This design comes from an exercise in tuning for small area and a short achievable clock period on the open sky130 flow, not from production work.
In this exercise RTL edits were held to simulation tests only and were not proved equivalent to the original.

==> flow/design.v (outline; a module is shown in full before it is edited, if it fits) <==
// module dff: 16 lines
// module filter: 4984 lines
// module fa_cell: 4 lines
module filter #(parameter DATA_WIDTH = 16) (
    input clk,
    input rst_n,
    input signed [DATA_WIDTH-1:0] FilterIn,
    input ValidIn,
    output signed [32:0] data_out,
    output reg ValidOut);
  // ...
==> flow/flow/run.sh <==
#!/bin/bash
# Layout: the standard flow (standard.sh) unchanged, except that timing repair
# aims at a larger setup margin (a shorter period than the 10.5 ns clock) and the
# port buffers are plain buffers instead of delay cells.  make's full output goes
# to make_finish.log here; each ORFS step keeps its own log under orfs/logs/.
set -uo pipefail
bash standard.sh SETUP_SLACK_MARGIN=6.15 'BUFFER_PORTS_ARGS=-buffer_cell sky130_fd_sc_hd__buf_4' finish > make_finish.log 2>&1
status=$?
tail -n 40 make_finish.log
exit $status
==> flow/standard.sh <==
#!/bin/bash
# synth_recipe.tcl (not shown) runs the flow's synth.tcl, then flattens the netlist and writes it again
# the make line also repeats each setting of config.mk as NAME=value (left out here)
make -C /OpenROAD-flow-scripts/flow DESIGN_CONFIG=/design/flow/config.mk WORK_HOME=/design/flow/orfs CLKGATE_MAP_FILE= SYNTH_SCRIPT=/design/flow/synth_recipe.tcl "${@:-finish}"
==> flow/config.mk <==
export PLATFORM = sky130hd
export DESIGN_NAME = filter
export DESIGN_NICKNAME = filter
export VERILOG_FILES = /design/flow/design.v
export SDC_FILE = /design/flow/constraint.sdc
export NUM_CORES = 4
export LEC_CHECK = 0
export CAP_MARGIN = 20
export CORE_MARGIN = 2
export CORE_UTILIZATION = 25
export SETUP_SLACK_MARGIN = 5
export SLEW_MARGIN = 20
export SYNTH_HIERARCHICAL = 1
export TNS_END_PERCENT = 100
==> flow/constraint.sdc <==
create_clock -name core_clock -period 10.5 [get_ports {clk}]
set_input_delay 2.1000 -clock core_clock [delete_from_list [all_inputs] [get_ports {clk}]]
set_output_delay 2.1000 -clock core_clock [all_outputs]
set_load 0.01 [all_outputs]
==> metrics.cfg, run 1 <==
[drt]
vias=19600
wirelength_um=94700
ant_nets=0

[cells_and_area]
largestClassByArea=multi-input combinational cells
n_antenna_cell=1
final_area_um2=41800
multi_input_cells=1684
n_all_buffers=63

[logic_synthesis]
yosysMostFrequentCell=fa_1
synth-compound-area-share_pct=6.60
muxShareOfSynthArea_pct=0.109
yosysSeqAreaShare_pct=36.8
synth_flop_cell=dfrtp_1

[hold_path]
hold_end=d6[6]

[die]
rows=140

[sta]
max_slew.worst_pin.slew_ps=968
setup_tns_ps=0

[flow_run]
max_cap_viol_count=0

[setup_path]
ff2ff_setup_slack_ps=6190
path_buf_inv=0

[outcome]
status=timing/DRC/antenna clean

[grt]
grt_pass1_vias=22300

[clock_network]
root_buffer=clkbuf_16

==> run 2, diff against run 1 <==
--- a/flow/design.v
+++ b/flow/design.v
@@ -3591,77 +3591,77 @@
 assign n1260 = ~pl2[13];
 assign n1261 = ~r2_23_2;
 assign n1262 = ~pl2[14];
 assign n1263 = ~pl2[15];
 assign s1264 = pl2[9] ^ pl2[6];
 assign c1265 = pl2[9] & pl2[6];
 fa_cell us1266 (.a(pl2[10]), .b(pl2[7]), .c(pl2[6]), .s(s1266), .co(c1267));
 fa_cell us1268 (.a(pl2[11]), .b(pl2[8]), .c(pl2[7]), .s(s1268), .co(c1269));
-assign s1270 = ~pr3[11] ^ ~pr3[9];
-assign c1271 = ~pr3[11] & ~pr3[9];
+assign s1270 = pr3[11] ^ pr3[9];
+assign c1271 = pr3[11] & pr3[9];
 fa_cell us1272 (.a(pl2[12]), .b(pl2[9]), .c(pl2[8]), .s(s1272), .co(c1273));
-assign s1274 = ~pr3[12] ^ ~pr3[10];
-assign c1275 = ~pr3[12] & ~pr3[10];
+assign s1274 = pr3[12] ^ pr3[10];
+assign c1275 = pr3[12] & pr3[10];
 fa_cell us1276 (.a(pl2[13]), .b(pl2[10]), .c(pl2[9]), .s(s1276), .co(c1277));
-fa_cell us1278 (.a(~pr3[13]), .b(~pr3[11]), .c(~pr3[5]), .s(s1278), .co(c1279));
+fa_cell us1278 (.a(pr3[13]), .b(pr3[11]), .c(pr3[5]), .s(s1278), .co(c1279));
 fa_cell us1280 (.a(pl2[14]), .b(pl2[11]), .c(pl2[10]), .s(s1280), .co(c1281));
-fa_cell us1282 (.a(~pr3[14]), .b(~pr3[12]), .c(~pr3[6]), .s(s1282), .co(c1283));
-assign s1284 = ~pr3[4] ^ r2_15_0;
-assign c1285 = ~pr3[4] & r2_15_0;
+fa_cell us1282 (.a(pr3[14]), .b(pr3[12]), .c(pr3[6]), .s(s1282), .co(c1283));
+assign s1284 = pr3[4] ^ r2_15_0;
+assign c1285 = pr3[4] & r2_15_0;
 fa_cell us1286 (.a(pl2[15]), .b(pl2[12]), .c(pl2[11]), .s(s1286), .co(c1287));
-fa_cell us1288 (.a(~pr3[15]), .b(~pr3[13]), .c(~pr3[7]), .s(s1288), .co(c1289));
-fa_cell us1290 (.a(pl2[13]), .b(pl2[12]), .c(pr3[16]), .s(s1290), .co(c1291));
-assign s1292 = ~pr3[14] ^ ~pr3[8];
-assign c1293 = ~pr3[14] & ~pr3[8];
+fa_cell us1288 (.a(pr3[15]), .b(pr3[13]), .c(pr3[7]), .s(s1288), .co(c1289));
+fa_cell us1290 (.a(pl2[13]), .b(pl2[12]), .c(~pr3[16]), .s(s1290), .co(c1291));
+assign s1292 = pr3[14] ^ pr3[8];
+assign c1293 = pr3[14] & pr3[8];
 fa_cell us1294 (.a(pl2[7]), .b(pl2[4]), .c(pl2[3]), .s(s1294), .co(c1295));
 fa_cell us1296 (.a(pl2[8]), .b(pl2[5]), .c(pl2[4]), .s(s1296), .co(c1297));
-assign s1298 = ~pr3[8] ^ ~pr3[6];
-assign c1299 = ~pr3[8] & ~pr3[6];
-fa_cell us1300 (.a(pl2[5]), .b(~pr3[9]), .c(~pr3[7]), .s(s1300), .co(c1301));
-fa_cell us1302 (.a(~pr3[1]), .b(r2_10_0), .c(r2_10_1), .s(s1302), .co(c1303));
+assign s1298 = pr3[8] ^ pr3[6];
+assign c1299 = pr3[8] & pr3[6];
+fa_cell us1300 (.a(pl2[5]), .b(pr3[9]), .c(pr3[7]), .s(s1300), .co(c1301));
+fa_cell us1302 (.a(pr3[1]), .b(r2_10_0), .c(r2_10_1), .s(s1302), .co(c1303));
 fa_cell us1304 (.a(n1223), .b(n1224), .c(n1225), .s(s1304), .co(c1305));
-fa_cell us1306 (.a(~pr3[10]), .b(~pr3[8]), .c(~pr3[2]), .s(s1306), .co(c1307));
-fa_cell us1308 (.a(~pr3[0]), .b(r2_11_0), .c(r2_11_1), .s(s1308), .co(c1309));
+fa_cell us1306 (.a(pr3[10]), .b(pr3[8]), .c(pr3[2]), .s(s1306), .co(c1307));
+fa_cell us1308 (.a(pr3[0]), .b(r2_11_0), .c(r2_11_1), .s(s1308), .co(c1309));
 fa_cell us1310 (.a(n1226), .b(n1227), .c(c1265), .s(s1310), .co(c1311));
-fa_cell us1312 (.a(~pr3[3]), .b(~pr3[1]), .c(r2_12_0), .s(s1312), .co(c1313));
+fa_cell us1312 (.a(pr3[3]), .b(pr3[1]), .c(r2_12_0), .s(s1312), .co(c1313));
 fa_cell us1314 (.a(r2_12_1), .b(r2_12_2), .c(n1228), .s(s1314), .co(c1315));
 fa_cell us1316 (.a(n1229), .b(s1270), .c(c1267), .s(s1316), .co(c1317));
-fa_cell us1318 (.a(~pr3[4]), .b(~pr3[2]), .c(r2_13_0), .s(s1318), .co(c1319));
+fa_cell us1318 (.a(pr3[4]), .b(pr3[2]), .c(r2_13_0), .s(s1318), .co(c1319));
 fa_cell us1320 (.a(r2_13_1), .b(n1230), .c(n1231), .s(s1320), .co(c1321));
 fa_cell us1322 (.a(c1271), .b(s1274), .c(c1269), .s(s1322), .co(c1323));
-fa_cell us1324 (.a(~pr3[3]), .b(r2_14_0), .c(r2_14_1), .s(s1324), .co(c1325));
+fa_cell us1324 (.a(pr3[3]), .b(r2_14_0), .c(r2_14_1), .s(s1324), .co(c1325));
 fa_cell us1326 (.a(n1232), .b(n1233), .c(n1234), .s(s1326), .co(c1327));
 fa_cell us1328 (.a(c1275), .b(c1273), .c(s1276), .s(s1328), .co(c1329));
 fa_cell us1330 (.a(r2_15_1), .b(n1235), .c(n1236), .s(s1330), .co(c1331));
 fa_cell us1332 (.a(n1237), .b(n1238), .c(s1284), .s(s1332), .co(c1333));
 fa_cell us1334 (.a(c1277), .b(c1279), .c(s1280), .s(s1334), .co(c1335));
-fa_cell us1336 (.a(~pr3[5]), .b(r2_16_0), .c(r2_16_1), .s(s1336), .co(c1337));
+fa_cell us1336 (.a(pr3[5]), .b(r2_16_0), .c(r2_16_1), .s(s1336), .co(c1337));
 fa_cell us1338 (.a(n1239), .b(n1240), .c(n1241), .s(s1338), .co(c1339));
 fa_cell us1340 (.a(c1285), .b(c1281), .c(c1283), .s(s1340), .co(c1341));
 assign s1342 = s1286 ^ s1288;
 assign c1343 = s1286 & s1288;
-fa_cell us1344 (.a(~pr3[6]), .b(r2_17_0), .c(r2_17_1), .s(s1344), .co(c1345));
+fa_cell us1344 (.a(pr3[6]), .b(r2_17_0), .c(r2_17_1), .s(s1344), .co(c1345));
 fa_cell us1346 (.a(n1242), .b(n1243), .c(n1244), .s(s1346), .co(c1347));
 fa_cell us1348 (.a(n1245), .b(s1292), .c(c1287), .s(s1348), .co(c1349));
 assign s1350 = c1289 ^ s1290;
 assign c1351 = c1289 & s1290;
-fa_cell us1352 (.a(pl2[14]), .b(pl2[13]), .c(~pr3[15]), .s(s1352), .co(c1353));
-fa_cell us1354 (.a(~pr3[9]), .b(~pr3[7]), .c(r2_18_0), .s(s1354), .co(c1355));
+fa_cell us1352 (.a(pl2[14]), .b(pl2[13]), .c(pr3[15]), .s(s1352), .co(c1353));
+fa_cell us1354 (.a(pr3[9]), .b(pr3[7]), .c(r2_18_0), .s(s1354), .co(c1355));
 fa_cell us1356 (.a(r2_18_1), .b(n1246), .c(n1247), .s(s1356), .co(c1357));
 assign s1358 = c1293 ^ c1291;
 assign c1359 = c1293 & c1291;
-fa_cell us1360 (.a(pl2[15]), .b(pl2[14]), .c(pr3[16]), .s(s1360), .co(c1361));
-fa_cell us1362 (.a(~pr3[10]), .b(~pr3[8]), .c(r2_19_0), .s(s1362), .co(c1363));
+fa_cell us1360 (.a(pl2[15]), .b(pl2[14]), .c(~pr3[16]), .s(s1360), .co(c1361));
+fa_cell us1362 (.a(pr3[10]), .b(pr3[8]), .c(r2_19_0), .s(s1362), .co(c1363));
 fa_cell us1364 (.a(r2_19_1), .b(r2_19_2), .c(n1248), .s(s1364), .co(c1365));
-fa_cell us1366 (.a(pl2[15]), .b(~pr3[11]), .c(~pr3[9]), .s(s1366), .co(c1367));
+fa_cell us1366 (.a(pl2[15]), .b(pr3[11]), .c(pr3[9]), .s(s1366), .co(c1367));
 assign s1368 = r2_20_0 ^ r2_20_1;
 assign c1369 = r2_20_0 & r2_20_1;
-assign s1370 = ~pr3[12] ^ ~pr3[10];
-assign c1371 = ~pr3[12] & ~pr3[10];
+assign s1370 = pr3[12] ^ pr3[10];
+assign c1371 = pr3[12] & pr3[10];
 assign s1372 = c1301 ^ c1303;
 assign c1373 = c1301 & c1303;
 fa_cell us1374 (.a(c1307), .b(c1309), .c(s1312), .s(s1374), .co(c1375));
 fa_cell us1376 (.a(c1313), .b(s1318), .c(s1272), .s(s1376), .co(c1377));
 fa_cell us1378 (.a(c1319), .b(s1324), .c(s1278), .s(s1378), .co(c1379));
 fa_cell us1380 (.a(c1325), .b(s1282), .c(c1327), .s(s1380), .co(c1381));
 assign s1382 = s1336 ^ c1331;
 assign c1383 = s1336 & c1331;
@@ -3669,28 +3669,28 @@
 assign s1386 = c1345 ^ s1352;
 assign c1387 = c1345 & s1352;
 assign s1388 = n1249 ^ c1353;
 assign c1389 = n1249 & c1353;
 assign s1390 = n1250 ^ n1251;
 assign c1391 = n1250 & n1251;
 assign s1392 = r2_21_0 ^ r2_21_1;
 assign c1393 = r2_21_0 & r2_21_1;
-assign s1394 = ~pr3[13] ^ ~pr3[11];
-assign c1395 = ~pr3[13] & ~pr3[11];
-fa_cell us1396 (.a(pl2[3]), .b(pl2[0]), .c(~pr3[3]), .s(s1396), .co(c1397));
+assign s1394 = pr3[13] ^ pr3[11];
+assign c1395 = pr3[13] & pr3[11];
+fa_cell us1396 (.a(pl2[3]), .b(pl2[0]), .c(pr3[3]), .s(s1396), .co(c1397));
 fa_cell us1398 (.a(pl2[4]), .b(pl2[1]), .c(pl2[0]), .s(s1398), .co(c1399));
-fa_cell us1400 (.a(~pr3[4]), .b(~pr3[2]), .c(r2_5_0), .s(s1400), .co(c1401));
+fa_cell us1400 (.a(pr3[4]), .b(pr3[2]), .c(r2_5_0), .s(s1400), .co(c1401));
 fa_cell us1402 (.a(pl2[5]), .b(pl2[2]), .c(pl2[1]), .s(s1402), .co(c1403));
-fa_cell us1404 (.a(~pr3[5]), .b(~pr3[3]), .c(r2_6_0), .s(s1404), .co(c1405));
+fa_cell us1404 (.a(pr3[5]), .b(pr3[3]), .c(r2_6_0), .s(s1404), .co(c1405));
 fa_cell us1406 (.a(pl2[6]), .b(pl2[3]), .c(pl2[2]), .s(s1406), .co(c1407));
-fa_cell us1408 (.a(~pr3[6]), .b(~pr3[4]), .c(r2_7_0), .s(s1408), .co(c1409));
-fa_cell us1410 (.a(~pr3[7]), .b(~pr3[5]), .c(r2_8_0), .s(s1410), .co(c1411));
+fa_cell us1408 (.a(pr3[6]), .b(pr3[4]), .c(r2_7_0), .s(s1408), .co(c1409));
+fa_cell us1410 (.a(pr3[7]), .b(pr3[5]), .c(r2_8_0), .s(s1410), .co(c1411));
 fa_cell us1412 (.a(r2_8_1), .b(n1221), .c(s1294), .s(s1412), .co(c1413));
-fa_cell us1414 (.a(~pr3[0]), .b(r2_9_0), .c(n1222), .s(s1414), .co(c1415));
+fa_cell us1414 (.a(pr3[0]), .b(r2_9_0), .c(n1222), .s(s1414), .co(c1415));
 fa_cell us1416 (.a(s1298), .b(c1295), .c(s1296), .s(s1416), .co(c1417));
 fa_cell us1418 (.a(c1299), .b(s1264), .c(c1297), .s(s1418), .co(c1419));
 fa_cell us1420 (.a(s1300), .b(s1302), .c(s1304), .s(s1420), .co(c1421));
 fa_cell us1422 (.a(s1306), .b(s1308), .c(s1266), .s(s1422), .co(c1423));
 fa_cell us1424 (.a(c1305), .b(s1372), .c(s1310), .s(s1424), .co(c1425));
 fa_cell us1426 (.a(s1268), .b(s1314), .c(c1373), .s(s1426), .co(c1427));
 fa_cell us1428 (.a(c1311), .b(s1316), .c(s1374), .s(s1428), .co(c1429));
 fa_cell us1430 (.a(c1315), .b(s1320), .c(c1317), .s(s1430), .co(c1431));
@@ -3718,21 +3718,21 @@
 fa_cell us1468 (.a(n1253), .b(n1254), .c(n1255), .s(s1468), .co(c1469));
 fa_cell us1470 (.a(c1369), .b(s1392), .c(s1370), .s(s1470), .co(c1471));
 assign s1472 = c1391 ^ c1367;
 assign c1473 = c1391 & c1367;
 fa_cell us1474 (.a(r2_22_0), .b(r2_22_1), .c(n1256), .s(s1474), .co(c1475));
 fa_cell us1476 (.a(n1257), .b(n1258), .c(c1393), .s(s1476), .co(c1477));
 assign s1478 = c1371 ^ s1394;
 assign c1479 = c1371 & s1394;
-fa_cell us1480 (.a(~pr3[14]), .b(~pr3[12]), .c(r2_23_0), .s(s1480), .co(c1481));
+fa_cell us1480 (.a(pr3[14]), .b(pr3[12]), .c(r2_23_0), .s(s1480), .co(c1481));
 fa_cell us1482 (.a(r2_23_1), .b(n1259), .c(n1260), .s(s1482), .co(c1483));
 assign s1484 = n1261 ^ c1395;
 assign c1485 = n1261 & c1395;
-fa_cell us1486 (.a(pl2[16]), .b(~pr3[15]), .c(~pr3[13]), .s(s1486), .co(c1487));
+fa_cell us1486 (.a(pl2[16]), .b(pr3[15]), .c(pr3[13]), .s(s1486), .co(c1487));
 fa_cell us1488 (.a(r2_24_0), .b(r2_24_1), .c(r2_24_2), .s(s1488), .co(c1489));
 assign s1490 = n1220 ^ c1399;
 assign c1491 = n1220 & c1399;
 fa_cell us1492 (.a(r2_7_1), .b(c1403), .c(c1405), .s(s1492), .co(c1493));
 fa_cell us1494 (.a(c1407), .b(c1409), .c(s1410), .s(s1494), .co(c1495));
 fa_cell us1496 (.a(c1411), .b(s1414), .c(c1413), .s(s1496), .co(c1497));
 fa_cell us1498 (.a(c1415), .b(c1417), .c(s1418), .s(s1498), .co(c1499));
 fa_cell us1500 (.a(c1419), .b(s1422), .c(c1421), .s(s1500), .co(c1501));
@@ -3746,24 +3746,24 @@
 assign c1515 = s1450 & c1447;
 fa_cell us1516 (.a(s1456), .b(s1460), .c(c1451), .s(s1516), .co(c1517));
 fa_cell us1518 (.a(s1462), .b(c1457), .c(s1466), .s(s1518), .co(c1519));
 fa_cell us1520 (.a(s1468), .b(s1472), .c(s1470), .s(s1520), .co(c1521));
 fa_cell us1522 (.a(c1469), .b(s1478), .c(s1474), .s(s1522), .co(c1523));
 fa_cell us1524 (.a(c1479), .b(s1480), .c(s1484), .s(s1524), .co(c1525));
 assign s1526 = n1262 ^ c1481;
 assign c1527 = n1262 & c1481;
-assign s1528 = pr3[16] ^ ~pr3[14];
-assign c1529 = pr3[16] & ~pr3[14];
-assign s1530 = pl2[1] ^ ~pr3[1];
-assign c1531 = pl2[1] & ~pr3[1];
-fa_cell us1532 (.a(pl2[2]), .b(~pr3[2]), .c(~pr3[0]), .s(s1532), .co(c1533));
+assign s1528 = ~pr3[16] ^ pr3[14];
+assign c1529 = ~pr3[16] & pr3[14];
+assign s1530 = pl2[1] ^ pr3[1];
+assign c1531 = pl2[1] & pr3[1];
+fa_cell us1532 (.a(pl2[2]), .b(pr3[2]), .c(pr3[0]), .s(s1532), .co(c1533));
 assign s1534 = r2_3_0 ^ xm[3];
 assign c1535 = r2_3_0 & xm[3];
-fa_cell us1536 (.a(~pr3[1]), .b(r2_4_0), .c(n1218), .s(s1536), .co(c1537));
+fa_cell us1536 (.a(pr3[1]), .b(r2_4_0), .c(n1218), .s(s1536), .co(c1537));
 fa_cell us1538 (.a(s1396), .b(xm[4]), .c(~xm[2]), .s(s1538), .co(c1539));
 fa_cell us1540 (.a(n1219), .b(c1397), .c(s1398), .s(s1540), .co(c1541));
 fa_cell us1542 (.a(s1400), .b(xm[5]), .c(~xm[3]), .s(s1542), .co(c1543));
 fa_cell us1544 (.a(c1401), .b(s1402), .c(s1404), .s(s1544), .co(c1545));
 fa_cell us1546 (.a(s1490), .b(xm[6]), .c(~xm[4]), .s(s1546), .co(c1547));
 fa_cell us1548 (.a(s1406), .b(s1408), .c(c1491), .s(s1548), .co(c1549));
 fa_cell us1550 (.a(s1492), .b(xm[7]), .c(~xm[5]), .s(s1550), .co(c1551));
 fa_cell us1552 (.a(c1493), .b(s1494), .c(s1412), .s(s1552), .co(c1553));
@@ -3797,23 +3797,23 @@
 fa_cell us1608 (.a(c1473), .b(c1471), .c(s1476), .s(s1608), .co(c1609));
 fa_cell us1610 (.a(s1522), .b(c1521), .c(xm[14]), .s(s1610), .co(c1611));
 fa_cell us1612 (.a(c1475), .b(s1482), .c(c1477), .s(s1612), .co(c1613));
 fa_cell us1614 (.a(s1524), .b(c1523), .c(~xm[15]), .s(s1614), .co(c1615));
 fa_cell us1616 (.a(c1485), .b(s1486), .c(s1488), .s(s1616), .co(c1617));
 fa_cell us1618 (.a(c1483), .b(s1526), .c(c1525), .s(s1618), .co(c1619));
 fa_cell us1620 (.a(r2_25_0), .b(n1263), .c(s1528), .s(s1620), .co(c1621));
 fa_cell us1622 (.a(c1487), .b(c1489), .c(c1527), .s(s1622), .co(c1623));
-fa_cell us1624 (.a(pl2[16]), .b(~pr3[15]), .c(r2_26_0), .s(s1624), .co(c1625));
+fa_cell us1624 (.a(pl2[16]), .b(pr3[15]), .c(r2_26_0), .s(s1624), .co(c1625));
 assign s1626 = r2_26_1 ^ c1529;
 assign c1627 = r2_26_1 & c1529;
-assign s1628 = pr3[16] ^ r2_27_0;
-assign c1629 = pr3[16] & r2_27_0;
-assign s1630 = pl2[0] ^ ~pr3[0];
-assign c1631 = pl2[0] & ~pr3[0];
+assign s1628 = ~pr3[16] ^ r2_27_0;
+assign c1629 = ~pr3[16] & r2_27_0;
+assign s1630 = pl2[0] ^ pr3[0];
+assign c1631 = pl2[0] & pr3[0];
 fa_cell us1632 (.a(r2_2_0), .b(s1530), .c(xm[2]), .s(s1632), .co(c1633));
 fa_cell us1634 (.a(c1531), .b(s1532), .c(~xm[1]), .s(s1634), .co(c1635));
 fa_cell us1636 (.a(c1533), .b(s1536), .c(c1535), .s(s1636), .co(c1637));
 fa_cell us1638 (.a(c1537), .b(s1540), .c(c1539), .s(s1638), .co(c1639));
 fa_cell us1640 (.a(c1541), .b(s1544), .c(c1543), .s(s1640), .co(c1641));
 fa_cell us1642 (.a(c1545), .b(s1548), .c(c1547), .s(s1642), .co(c1643));
 fa_cell us1644 (.a(c1549), .b(s1552), .c(c1551), .s(s1644), .co(c1645));
 fa_cell us1646 (.a(c1553), .b(s1556), .c(c1555), .s(s1646), .co(c1647));
@@ -4592,17 +4592,17 @@
     d11 <= 16'd0;
     d12 <= 16'd0;
     d13 <= 16'd0;
     d14 <= 16'd0;
     pr4 <= 17'd0;
     pr5 <= 17'd0;
     pr6 <= 17'd0;
     pr7 <= 17'd0;
-    pr3 <= 17'd0;
+    pr3 <= 17'h1ffff;
     pl2 <= 17'd0;
     r2_0_0 <= 1'b0;
     r2_0_1 <= 1'b0;
     r2_1_0 <= 1'b1;
     r2_2_0 <= 1'b1;
     r2_3_0 <= 1'b0;
     r2_4_0 <= 1'b0;
     r2_4_1 <= 1'b0;
@@ -4742,21 +4742,21 @@
     d7 <= d6;
     d8 <= d7;
     d9 <= d8;
     d10 <= d9;
     d11 <= d10;
     d12 <= d11;
     d13 <= d12;
     d14 <= d13;
-    pr4 <= {d1[15], d1} + {d9[15], d9};
-    pr5 <= {d2[15], d2} + {d8[15], d8};
-    pr6 <= {d3[15], d3} + {d7[15], d7};
-    pr7 <= {d4[15], d4} + {d6[15], d6};
-    pr3 <= {d1[15], d1} + {d11[15], d11};
+    pr4 <= ({d1[15], d1} + {d9[15], d9});
+    pr5 <= ({d2[15], d2} + {d8[15], d8});
+    pr6 <= ({d3[15], d3} + {d7[15], d7});
+    pr7 <= ({d4[15], d4} + {d6[15], d6});
+    pr3 <= ~({d1[15], d1} + {d11[15], d11});
     pl2 <= {g1216, g1215, g1214, g1213, g1212, g1211, g1210, g1209, g1208, g1207, g1206, g1205, g1204, g1203, g1202, g1201, g1005};
     r2_0_0 <= s1;
     r2_0_1 <= d14[0];
     r2_1_0 <= s346;
     r2_2_0 <= s589;
     r2_3_0 <= s738;
     r2_4_0 <= s843;
     r2_4_1 <= s740;
==> flow/flow/run.sh (replaced) <==
#!/bin/bash
# Layout: the standard flow (standard.sh) unchanged, except that timing repair
# aims at a larger setup margin (a shorter period than the 10.5 ns clock) and the
# port buffers are plain buffers instead of delay cells.  make's full output goes
# to make_finish.log here; each ORFS step keeps its own log under orfs/logs/.
set -uo pipefail
bash standard.sh SETUP_SLACK_MARGIN=6.25 'BUFFER_PORTS_ARGS=-buffer_cell sky130_fd_sc_hd__buf_4' finish > make_finish.log 2>&1
status=$?
tail -n 40 make_finish.log
exit $status
==> flow/config.mk (replaced) <==
export PLATFORM = sky130hd
export DESIGN_NAME = filter
export DESIGN_NICKNAME = filter
export VERILOG_FILES = /design/flow/design.v
export SDC_FILE = /design/flow/constraint.sdc
export NUM_CORES = 4
export LEC_CHECK = 0
export CAP_MARGIN = 20
export CORE_MARGIN = 2
export CORE_UTILIZATION = 65
export SETUP_SLACK_MARGIN = 5
export SLEW_MARGIN = 20
export SYNTH_HIERARCHICAL = 1
export TNS_END_PERCENT = 100
==> run 2 against run 1 <==
  * Die area is 61% lower
  * Critical path depth up 7
  * Maximum frequency increased by 0.77%
  * Cell area is 2.3% lower
  * Via count grew 2.9%
  * Synthesized area increased by 0.34%
==> metrics.cfg, run 2 <==
[outcome]
status=timing/DRC/antenna clean  ; unchanged

[logic_synthesis]
netlist_top_cells_count=744 x fa_1, 388 x dfrtp_1, 201 x inv_1, 199 x ha_1, 116 x a21oi_1  ; was 744 x fa_1, 405 x dfrtp_1, 205 x inv_1, 199 x ha_1, 121 x a21oi_1
synth_edf_count=0  ; unchanged
synth_flop_cell=dfrtp_1  ; unchanged
synth_top_cells_by_area=fa_1 41%, dfrtp_1 26%, ha_1 6.8%  ; was fa_1 41%, dfrtp_1 28%, ha_1 6.8%
netlist_area_um2=36700  ; was 36600 µm²
synthCells=2505  ; was 2492
synth_top_area_share_pct=40.5  ; was 40.7%
synthDistinctLibCells=68  ; was 66
ys_ff_latch=553  ; unchanged
yosysMostFrequentCell=fa_1  ; unchanged
yosys_warnings=7  ; unchanged
syn_avg_cell_area_um2=14.7  ; about the same
yosysTopAreaCell=fa_1  ; unchanged
async_reset_ff_share_pct=83.9  ; unchanged
syn_nets=3467  ; was 3454
yosysSeqAreaShare_pct=36.7  ; was 36.8%

[die]
die_area_um2=58400  ; was 150000 µm²
start_util_pct=65.4  ; was 25.2%
fp.dieH_um=242  ; was 387 µm
fp.dieW_um=242  ; was 387 µm
rows=87  ; was 140
core_area_um2=56200  ; was 146000 µm²
pin_count=53  ; unchanged

[clock_network]
clock_sinks=553  ; unchanged
clkSlewWorstSetupHoldPaths_ps=60  ; about the same
cts_tree=built  ; unchanged
worstSkewPairLatency_ps=630  ; was 640 ps
cts_hold_buffers=0  ; unchanged
cts.htree.levels=2  ; unchanged
root_buffer=clkbuf_16  ; unchanged
cts_buffers=57  ; was 56
clockBufferDepth=3  ; unchanged

[sta]
rsz0062_at_grt=true  ; unchanged
setup_violations=0  ; unchanged
maxSlewHeadroom_pct=40.4  ; was 35.5%
clock-skew-final_ps=24.0  ; was 34.8 ps
max_slew.worst_pin.slew_ps=893  ; was 968 ps
fmax_mhz=234  ; was 232 MHz
setup_tns_ps=0  ; unchanged
finalHoldViolCount=0  ; unchanged
period_needed_ps=4270  ; was 4310 ps
drv_slew=0  ; unchanged
post-route-period-util_pct=40.7  ; was 41.0%
timing.hold.ws_ps=334  ; was 341 ps

[drt]
dr_wl_met3_um=6080  ; was 5420 µm
wl_met1_um=36200  ; was 43200 µm
route.detailed.drc=0  ; unchanged
dr.pass1.iters=5  ; unchanged
routed.top_layer=met4  ; unchanged
ant_nets=0  ; unchanged
vias_per_cell=5.92  ; was 4.33
vias=20200  ; was 19600
drt-initial-drc-count=1418  ; was 1461
detail_route.wl_per_cell_um=27.3  ; was 20.9 µm
wirelength_um=93000  ; was 94700 µm
wl_met2_um=46800  ; was 43600 µm

[setup_path]
cp_slowest_cell=fa_2  ; was dfrtp_1
crit_fanout=8  ; was 5
cp_data_required_time_ps=11000  ; was 11070 ps
crit_chain=buf_16 -> buf_12 -> nand2_8 -> inv_2 -> ha_1 -> fa_1 -> fa_2 -> ha_4 -> a21oi_2 -> o21bai_1 -> a21oi_2 -> o21bai_1 -> a21oi_1 -> o21ai_0  ; was fa_1 -> fa_1 -> fa_1 -> fa_1 -> fa_1 -> fa_1 -> fa_1
critical_path_class=input pin to register  ; was register to register
cp-end-kind=register  ; unchanged
worstSetupStartpointType=input pin  ; was register
crit_path_max_incr_delay_ps=560  ; was 750 ps
critPathArrivalTime_ps=4780  ; was 4870 ps

[grt]
grt_max_degree=163  ; was 183
grt-ovfl-total=0  ; unchanged
antenna_found_initial=4  ; was 2
grt_usage_pct=33.5  ; was 12.8%
grt_first_pass_wirelength_um=142000  ; was 144000 µm
grt_pass1_vias=23000  ; was 22300

[cells_and_area]
drive_gt1_share_pct=16.4  ; was 13.2%
nNetsFinal=3564  ; was 3525
mostFrequentLayoutCell=fa_1  ; unchanged
final_cell_mix=724 x fa_1, 328 x dfrtp_1, 186 x inv_1, 179 x ha_1, 93 x a21oi_1  ; was 730 x fa_1, 375 x dfrtp_1, 190 x inv_1, 181 x ha_1, 100 x a21oi_1
area_growth_pct=11.2  ; was 14.2%
fillers=3620  ; was 14600
post-route-util_pct=72.7  ; was 28.7%

[flow_run]
max_cap_viol_count=0  ; unchanged

[placed_design]
portBuffers=52  ; unchanged
routabilityCongestion=0.980  ; was 0.938
hpwl_um=75300  ; was 77600 µm

[hold_path]
hp-class=register to register  ; unchanged

-- run 2: cell count changes after synthesis, moves of 7 or more --
cell      before  now
nand4_1       29   36
a21o_1        70   57
clkbuf_1      15    6
o21bai_1      24   31
nor2_1        57   66
nand2b_1      11   18
o21ai_1        6   19
dfstp_2       59   76
dfrtp_1      405  388
-- run 2: worst max-delay path, delay by kind of cell --
kind | cells | cell delay, ps
adder cells (fa/ha/maj) | 4 | 1470
AO/OA/AOI/OAI | 6 | 730
buffers and inverters | 3 | 390
AND/OR/NAND/NOR | 1 | 70
-- run 2: what timing repair did --
| action | in CTS | in global routing |
|---|---|---|
| gates cloned | 1 | 1 |
| setup endpoints to repair | 79 | 54 |
| setup buffers | 6 | 16 |
| gates resized for setup | 61 | 77 |
| pin swaps | 11 | 48 |
-- run 2: final cells by class --
| cell class | instances | area [µm²] | share of cell area (%) |
|---|---|---|---|
| multi-input combinational | 1708 | 22900 | 56.0 |
| sequential | 553 | 13600 | 33.2 |
| clock buffer | 87 | 1750 | 4.29 |
| tap | 756 | 946 | 2.32 |
| inverter | 202 | 807 | 1.98 |
| timing repair buffer | 80 | 716 | 1.75 |
| clock inverter | 20 | 164 | 0.401 |
| antenna | 2 | 5.00 | 0.0123 |
-- run 2: cell families after synthesis --
| kind of cell | Yosys count | share of synthesized area, % |
|---|---|---|
| and+or+nand+nor | 274 | 3.68 |
| adders and majority gates | 943 | 47.3 |
| xor gates and xnor gates | 120 | 2.86 |
| AOI/OAI and AO/OA | 368 | 6.49 |
| muxes | 3 | 0.0817 |
| DFF | 553 | 36.7 |
| buffers and inverters | 244 | 2.85 |
-- run 2: routing by layer --
layer	up-vias	track usage [%]
li1	8391	-
met1	10800	44.8
met2	752	56.6
met3	208	5.65
met4	0	12.0
met5	-	0
-- run 2: through the flow --
stage,instance area (µm²),std cells,worst slack [ps]
after floorplan,37300,2505,5760
after global placement,38300,3275,5020
after detailed placement,38300,3275,4930
after CTS,40500,3389,6170
after global routing,40800,3406,6090
final,40800,3408,6230
-- run 2: path summary, 6_finish.rpt --
| path | from | end | slack, ps | cells after the start |
|---|---|---|---|---|
| hold / removal | d10[15] | d11[15] | 330 | 0 |
| setup reg to reg | r1_10_0 | rg_28 | 6250 | 18 |
| min in group asynchronous | rst_n | d7[15] | 1500 | 1 |
| hold reg to reg | d10[15] | d11[15] | 330 | 0 |
| setup / recovery | ValidIn | rg_28 | 6230 | 14 |
| max in group asynchronous | rst_n | d14[6] | 7540 | 2 |
-- run 2: per-module statistics from Yosys, one instance, submodules excluded --
module | area, µm² | copies in the design | flops+latches | cells inside
fa_cell | 20.0 | 738 | 0 | 1
filter | 22000 | 1 | 553 | 1767
==> run 3, diff against run 2 <==
--- a/flow/config.mk
+++ b/flow/config.mk
@@ -7,7 +7,7 @@
 export LEC_CHECK = 0
 export CAP_MARGIN = 20
 export CORE_MARGIN = 2
-export CORE_UTILIZATION = 65
+export CORE_UTILIZATION = 25
 export SETUP_SLACK_MARGIN = 5
 export SLEW_MARGIN = 20
 export SYNTH_HIERARCHICAL = 1
==> run 3 against run 2 <==
  * Global-route usage is 21 points lower
  * Sequential share of layout area decreased by 1.2 points
  * Register-to-register slack about the same
  * Sequential cell count did not move
  * Synthesized cell count did not move
  * Critical path type unchanged
  * Critical endpoint unchanged
==> metrics.cfg, run 3 <==
[clock_network]
cts.htree.levels=2  ; unchanged
clockBufferDepth=3  ; unchanged
cts_hold_buffers=0  ; unchanged
cts_buffers=55  ; was 57
root_buffer=clkbuf_16  ; unchanged
clkSlewWorstSetupHoldPaths_ps=60  ; about the same
clock_sinks=553  ; unchanged
cts_tree=built  ; unchanged
worstSkewPairLatency_ps=640  ; was 630 ps

[die]
die_area_um2=150000  ; was 58400 µm²
start_util_pct=25.2  ; was 65.4%
core_area_um2=146000  ; was 56200 µm²
fp.dieW_um=387  ; was 242 µm
fp.dieH_um=387  ; was 242 µm
rows=140  ; was 87
pin_count=53  ; unchanged

[logic_synthesis]
synth_fa_ha_area_share_pct=47.3  ; unchanged
netlist_area_um2=36700  ; unchanged
yosysTopAreaCell=fa_1  ; unchanged
yosys_warnings=7  ; unchanged
async_reset_ff_share_pct=83.9  ; unchanged
syn_avg_cell_area_um2=14.7  ; unchanged
synth_xor_area_share_pct=2.86  ; unchanged
synth_flop_cell=dfrtp_1  ; unchanged
synth_top_cells_by_area=fa_1 41%, dfrtp_1 26%, ha_1 6.8%  ; unchanged
yosys.area_share.simple_pct=3.68  ; unchanged
synth-compound-area-share_pct=6.49  ; unchanged
yosysSeqAreaShare_pct=36.7  ; unchanged
ys_ff_latch=553  ; unchanged
yosysMostFrequentCell=fa_1  ; unchanged
synth_edf_count=0  ; unchanged
synth_top_family_by_area=adder cells  ; unchanged
syn_nets=3467  ; unchanged
synthCells=2505  ; unchanged
synth_top_area_share_pct=40.5  ; unchanged
synthDistinctLibCells=68  ; unchanged
netlist_top_cells_count=744 x fa_1, 388 x dfrtp_1, 201 x inv_1, 199 x ha_1, 116 x a21oi_1  ; unchanged
muxShareOfSynthArea_pct=0.0817  ; unchanged

[drt]
dr.pass1.iters=5  ; unchanged
route.detailed.drc=0  ; unchanged
wirelength_um=94900  ; was 93000 µm
vias_per_cell=4.32  ; was 5.92
drt-initial-drc-count=1472  ; was 1418
ant_nets=0  ; unchanged
detail_route.wl_per_cell_um=20.8  ; was 27.3 µm
vias=19700  ; was 20200

[sta]
rsz0062_at_grt=true  ; unchanged
post-route-period-util_pct=40.8  ; was 40.7%
maxSlewHeadroom_pct=37.1  ; was 40.4%
clock-skew-final_ps=36.2  ; was 24.0 ps
period_needed_ps=4280  ; was 4270 ps
max_slew.worst_pin.slew_ps=944  ; was 893 ps
timing.hold.ws_ps=330  ; was 334 ps
finalHoldViolCount=0  ; unchanged
fmax_mhz=234  ; about the same
drv_slew=0  ; unchanged
setup_tns_ps=0  ; unchanged
setup_violations=0  ; unchanged

[setup_path]
crit_fanout=8  ; unchanged
critical_path_class=input pin to register  ; unchanged
rr_endpoint=rg_25  ; was rg_28
crit_chain=buf_16 -> buf_4 -> nand2_8 -> inv_4 -> fa_2 -> fa_2 -> fa_2 -> ha_4 -> a21oi_2 -> o21bai_1 -> a21oi_2 -> o21bai_1 -> a21oi_1 -> o21ai_0  ; was buf_16 -> buf_12 -> nand2_8 -> inv_2 -> ha_1 -> fa_1 -> fa_2 -> ha_4 -> a21oi_2 -> o21bai_1 -> a21oi_2 -> o21bai_1 -> a21oi_1 -> o21ai_0
worstSetupStartpointType=input pin  ; unchanged
ff2ff_path_depth=16  ; was 18
path_common_cell=fa_2
cp_slowest_cell=fa_2  ; unchanged
critPathArrivalTime_ps=4770  ; was 4780 ps
crit_path_max_incr_delay_ps=410  ; was 560 ps
reg2reg_from=r1_9_1  ; was r1_10_0
crit_start=ValidIn  ; unchanged
critPathTopFamily=adder cells  ; unchanged
path_buf_inv=3  ; unchanged
cp-end-kind=register  ; unchanged
cp_data_required_time_ps=10990  ; was 11000 ps
ff2ff_setup_slack_ps=6250  ; about the same

[grt]
grt-ovfl-total=0  ; unchanged
grt_use_met1_pct=17.6  ; was 44.8%
antenna_found_initial=5  ; was 4
use_met3_pct=2.94  ; was 5.65%
grt_max_degree=171  ; was 163
met2_usage_pct=20.2  ; was 56.6%
top_usage_layer=met2  ; unchanged
grt_pass1_vias=22300  ; was 23000
grt_usage_pct=12.8  ; was 33.5%
grt_first_pass_wirelength_um=144000  ; was 142000 µm

[cells_and_area]
n_antenna_cell=0  ; was 2
nNetsFinal=3565  ; was 3564
area_growth_pct=15.3  ; was 11.2%
drive_gt1_share_pct=16.6  ; was 16.4%
mostFrequentLayoutCell=fa_1  ; unchanged
final_cell_mix=724 x fa_1, 331 x dfrtp_1, 186 x inv_1, 179 x ha_1, 89 x dfxtp_1  ; was 724 x fa_1, 328 x dfrtp_1, 186 x inv_1, 179 x ha_1, 93 x a21oi_1

[hold_path]
hold_path_depth=0  ; unchanged
hp-class=register to register  ; unchanged
hold_end=d11[1]  ; was d11[15]
min_from=d10[1]  ; was d10[15]

[placed_design]
portBuffers=52  ; unchanged
hpwl_um=78100  ; was 75300 µm
routabilityCongestion=0.917  ; was 0.980

[flow_run]
max_cap_viol_count=0  ; unchanged

[outcome]
status=timing/DRC/antenna clean  ; unchanged

==> run 3: per-module statistics from Yosys, one instance, submodules excluded <==
module | flip-flops and latches | cells
fa_cell | 0 | 1
filter | 553 | 1767
==> run 3: routing by layer <==
metal,vias up,part of all wire (%),wire length (µm)
met5,-,0.0084,8
li1,8396,-,-
met2,612,46,43600
met3,166,6.5,6200
met1,10600,45,42300
met4,2,2.9,2780
==> run 3: logic make-up after synthesis <==
| family | count (synthesis) |
|---|---|
| adder cells (fa/ha/maj) | 943 |
| AND/OR/NAND/NOR | 274 |
| flip-flops | 553 |
| AO/OA/AOI/OAI | 368 |
| multiplexers | 3 |
| buffers and inverters | 244 |
| XOR/XNOR | 120 |
==> run 3: worst max path at each step <==
stage,to,slack (ps),cells after the start
2_1_floorplan,rg_28,5760,13
3_3_place_gp,rg_18,4990,11
3_5_place_dp,rg_14,4980,10
4_1_cts,rg_25,6190,16
5_1_grt,rg_25,6140,16
6_report,rg_28,6220,14
==> run 3: layout make-up <==
cell class	instances	area, µm²
Clock inverter	22	273
Tap cell	1917	2400
Inverter	202	805
Multi-Input combinational cell	1708	22900
Clock buffer	82	1650
Timing Repair Buffer	83	749
Sequential cell	553	13600
Fill cell	14600	103000
==> run 3: timing repair <==
item | in CTS | in global routing
pin swaps | 10 | 43
buffers inserted | 8 | 17
hold endpoints to repair | 0 | 0
resized for setup | 66 | 70
setup endpoints to repair | 92 | 47
cloned | 1 | 1
==> run 3: through the flow <==
step / instances / setup slack [ps] / area [µm²] / util (%)
3_5_place_dp: 4436 / 4980 / 39800 / 27.3
4_1_cts: 4549 / 6190 / 42000 / 28.8
6_report: 4567 / 6220 / 42300 / 29.1
3_3_place_gp: 4436 / 4990 / 39800 / 27.3
2_1_floorplan: 2505 / 5760 / 37300 / -
5_1_grt: 4567 / 6140 / 42300 / 29.1

separate check: timing with driven ports:
In the flow no input, the clock included, has a driving cell. The finished layouts below were timed again as built, in two steps.
Step 1: set_driving_cell puts a clkbuf_16 on clk and a buf_2 on each other input, an assumption about the parent block.
Step 2 moves the port delays by t, midway between the first and last clock arrival at a register: inputs arrive t later, outputs are due t later. That takes back most of the time a late clock gives input paths.
Slacks: no drivers / after step 1 / after step 2; pairs: no drivers / after step 1.
run	t (ns)	slack for setup (ns)	pins driven straight from the clock port
run 1	0.692	6.193 / 6.193 / 5.509	1
run 2	0.683	6.226 / 6.105 / 5.422	1
run 3	0.685	6.219 / 6.043 / 5.357	1
After both steps every run listed still meets setup and hold. For run 3, which loses most, drivers alone change the setup slack by -0.176 ns; drivers and shift together by -0.862 ns.
